From an optimization exercise on the open Yosys and OpenROAD flow, aimed at small area, a short achievable clock period and few clock cycles; shortcuts taken in it are not production practice. At most, simulation tests tie the RTL to the original design; equivalence was not proved. Power is estimated from default activity; no workload was simulated.

## run a
// processor
module processor(
    input  logic        i_clk,
    input  logic        i_rst,
    output logic [31:0] o_mem_addr,
    output logic        o_mem_wen,
    output logic [31:0] o_mem_wdata,
    output logic [3:0]  o_mem_byte_en,
    input  logic [31:0] i_mem_rdata
);
logic [13:0] addr_q;
logic        wen_q;
logic [31:0] wdata_q;
logic [3:0]  be_q;
logic        s_fetch_q;      
logic        s_ep_q;         
logic [11:0] lf_q;           
logic        ep_q;           
logic        btb_v;
logic [11:0] btb_pc, btb_tgt;
logic        d_v_q;
logic [11:0] d_pc_q;
logic        d_ep_q;
logic        d_btb_q;        
logic        ld1_v, ld2_v;
logic [4:0]  ld1_rd, ld2_rd;
logic [2:0]  ld1_f3, ld2_f3;
logic [1:0]  ld1_lo, ld2_lo;
logic        e_v;
logic        e_ld, e_st, e_br, e_jal, e_jalr;
logic [2:0]  e_f3;
logic        e_sub, e_alt, e_wr, e_bimm;
logic        e_sadd, e_ssh, e_sslt, e_sxor, e_sor, e_sand, e_slink;
logic [4:0]  e_rd, e_rs1, e_rs2;
logic [31:0] e_a, e_b, e_imm;
logic [11:0] e_pc4, e_tgt;     
logic        e_pred, e_ep, e_back;
assign o_mem_addr    = {18'd0, addr_q};
assign o_mem_wen     = wen_q;
assign o_mem_wdata   = wdata_q;
assign o_mem_byte_en = be_q;
logic [31:0] ldval;
logic [15:0] ld_h;
logic [7:0]  ld_b;
always_comb begin
    ld_h = ld2_lo[1] ? i_mem_rdata[31:16] : i_mem_rdata[15:0];
    ld_b = ld2_lo[0] ? ld_h[15:8] : ld_h[7:0];
    if (ld2_f3[1])      ldval = i_mem_rdata;
  ...
==> module regfile, before the edit <==
module regfile(
    input  logic        i_clk,
    input  logic        we,
    input  logic [4:0]  wa,
    input  logic [31:0] wd,
    input  logic [4:0]  ra1,
    input  logic [4:0]  ra2,
    output logic [31:0] rd1,
    output logic [31:0] rd2
);
logic [31:1][31:0] rf;
logic [31:0] wsel, sel1, sel2;
always_comb begin
    for (int k = 0; k < 32; k++) begin
        wsel[k] = we & (wa == k);
        sel1[k] = (ra1 == k);
        sel2[k] = (ra2 == k);
    end
end
genvar i;
generate
    for (i = 1; i < 32; i++) begin : g_r
        always_ff @(posedge i_clk) begin
            if (wsel[i]) rf[i] <= wd;
        end
    end
endgenerate
always_comb begin
    rd1 = '0;
    rd2 = '0;
    for (int k = 1; k < 32; k++) begin
        rd1 = rd1 | (rf[k] & {32{sel1[k]}});
        rd2 = rd2 | (rf[k] & {32{sel2[k]}});
    end
end
endmodule
export LEC_CHECK = 0
export CAP_MARGIN = 30
export CORE_MARGIN = 2
export CORE_UTILIZATION = 35
export PLACE_DENSITY = 0.45
export SLEW_MARGIN = 30
create_clock -name core_clock -period 14.0 [get_ports {i_clk}]
standard.sh (not shown) runs the stock make flow with config.mk's settings and CLKGATE_MAP_FILE= SYNTH_SCRIPT=/design/flow/synth_recipe.tcl, a recipe that flattens the netlist after the stock synthesis.
==> flow/flow/run.sh <==
#!/bin/bash
# Standard layout (the standard.sh, its synthesis and steps unchanged),
# with repair_timing asked for extra setup slack so that it works on the
# critical paths below the clock period, port buffers of a regular buffer
# cell, and a clock tree with larger sink clusters and no dummy loads.
# Clock and constraints are the standard flow's own.
set -euo pipefail
bash standard.sh SETUP_SLACK_MARGIN=8.5 TNS_END_PERCENT=100 \
  'BUFFER_PORTS_ARGS=-buffer_cell sky130_fd_sc_hd__buf_4' \
  'CTS_ARGS=-sink_clustering_enable -repair_clock_nets -dont_use_dummy_load -sink_clustering_size 24 -sink_clustering_max_diameter 80' \
  finish > standard_flow.log 2>&1
Testbench counts of run a, summed over its fixed seeds: cycles 83,611.
Inputs modified between run a and run b:
diff --git a/flow/design.v b/flow/design.v
--- a/flow/design.v
+++ b/flow/design.v
@@ -8,17 +8,18 @@
     output logic [31:0] rd1,
     output logic [31:0] rd2
 );
 logic [31:1][31:0] rf;
 logic [31:0] wsel, sel1, sel2;
 always_comb begin
-    for (int k = 0; k < 32; k++) begin
-        wsel[k] = we & (wa == k);
-        sel1[k] = (ra1 == k);
-        sel2[k] = (ra2 == k);
-    end
+    wsel = '0;
+    sel1 = '0;
+    sel2 = '0;
+    wsel[wa]  = we;
+    sel1[ra1] = 1'b1;
+    sel2[ra2] = 1'b1;
 end
 genvar i;
 generate
     for (i = 1; i < 32; i++) begin : g_r
         always_ff @(posedge i_clk) begin
             if (wsel[i]) rf[i] <= wd;
### Flow results
- Met2 track utilization from global routing: run b lower than run a
- As of run b, via count normalized by instance count had fallen by a few percent compared to run a.
- Run b vs run a on time the final worst path needs with I/O delays and setup: run b is the lower one.
- Clock latency on the worst-skew pair: run b vs run a — no meaningful difference
- Run b against run a: number of non-clock buffers lower, final total power climbed 28%, design area now sits higher, post-route fraction of the period consumed by the critical path lost 1.1 points, buffer levels on the longest clock path about even.
- Compared to run a, run b has area added between synthesis and finish 1.4 points higher.
- Looking at total CTS buffers, run b sits below run a.
- After detailed routing, run a needs more wire than run b.
The RTL of run b was laid out without a check of its function.

[separate check: timing with driven ports]
The results above use ideal ports. As a check the final layouts listed here were re-extracted and re-timed, cells and wires unchanged. Step 1 assumes that a clkbuf_16 drives the clock port and a buf_2 every other input. Step 2, shift: input delay + t, output delay - t, t = (earliest + latest rising clock arrival at the registers) / 2. This alone moves slack from input paths to output paths. Slacks: no drivers / after step 1 / after step 2; pairs: no drivers / after step 1.
run	shift t [ns]	setup slack, ns	worst setup path after step 2
run a	0.793	8.290 / 8.345 / 7.552	input to register
run b	0.816	8.444 / 8.513 / 7.697	input to register
After both steps every run listed still meets setup and hold. For run b, which loses most, drivers alone change the setup slack by +0.069 ns; drivers and shift together by -0.747 ns.
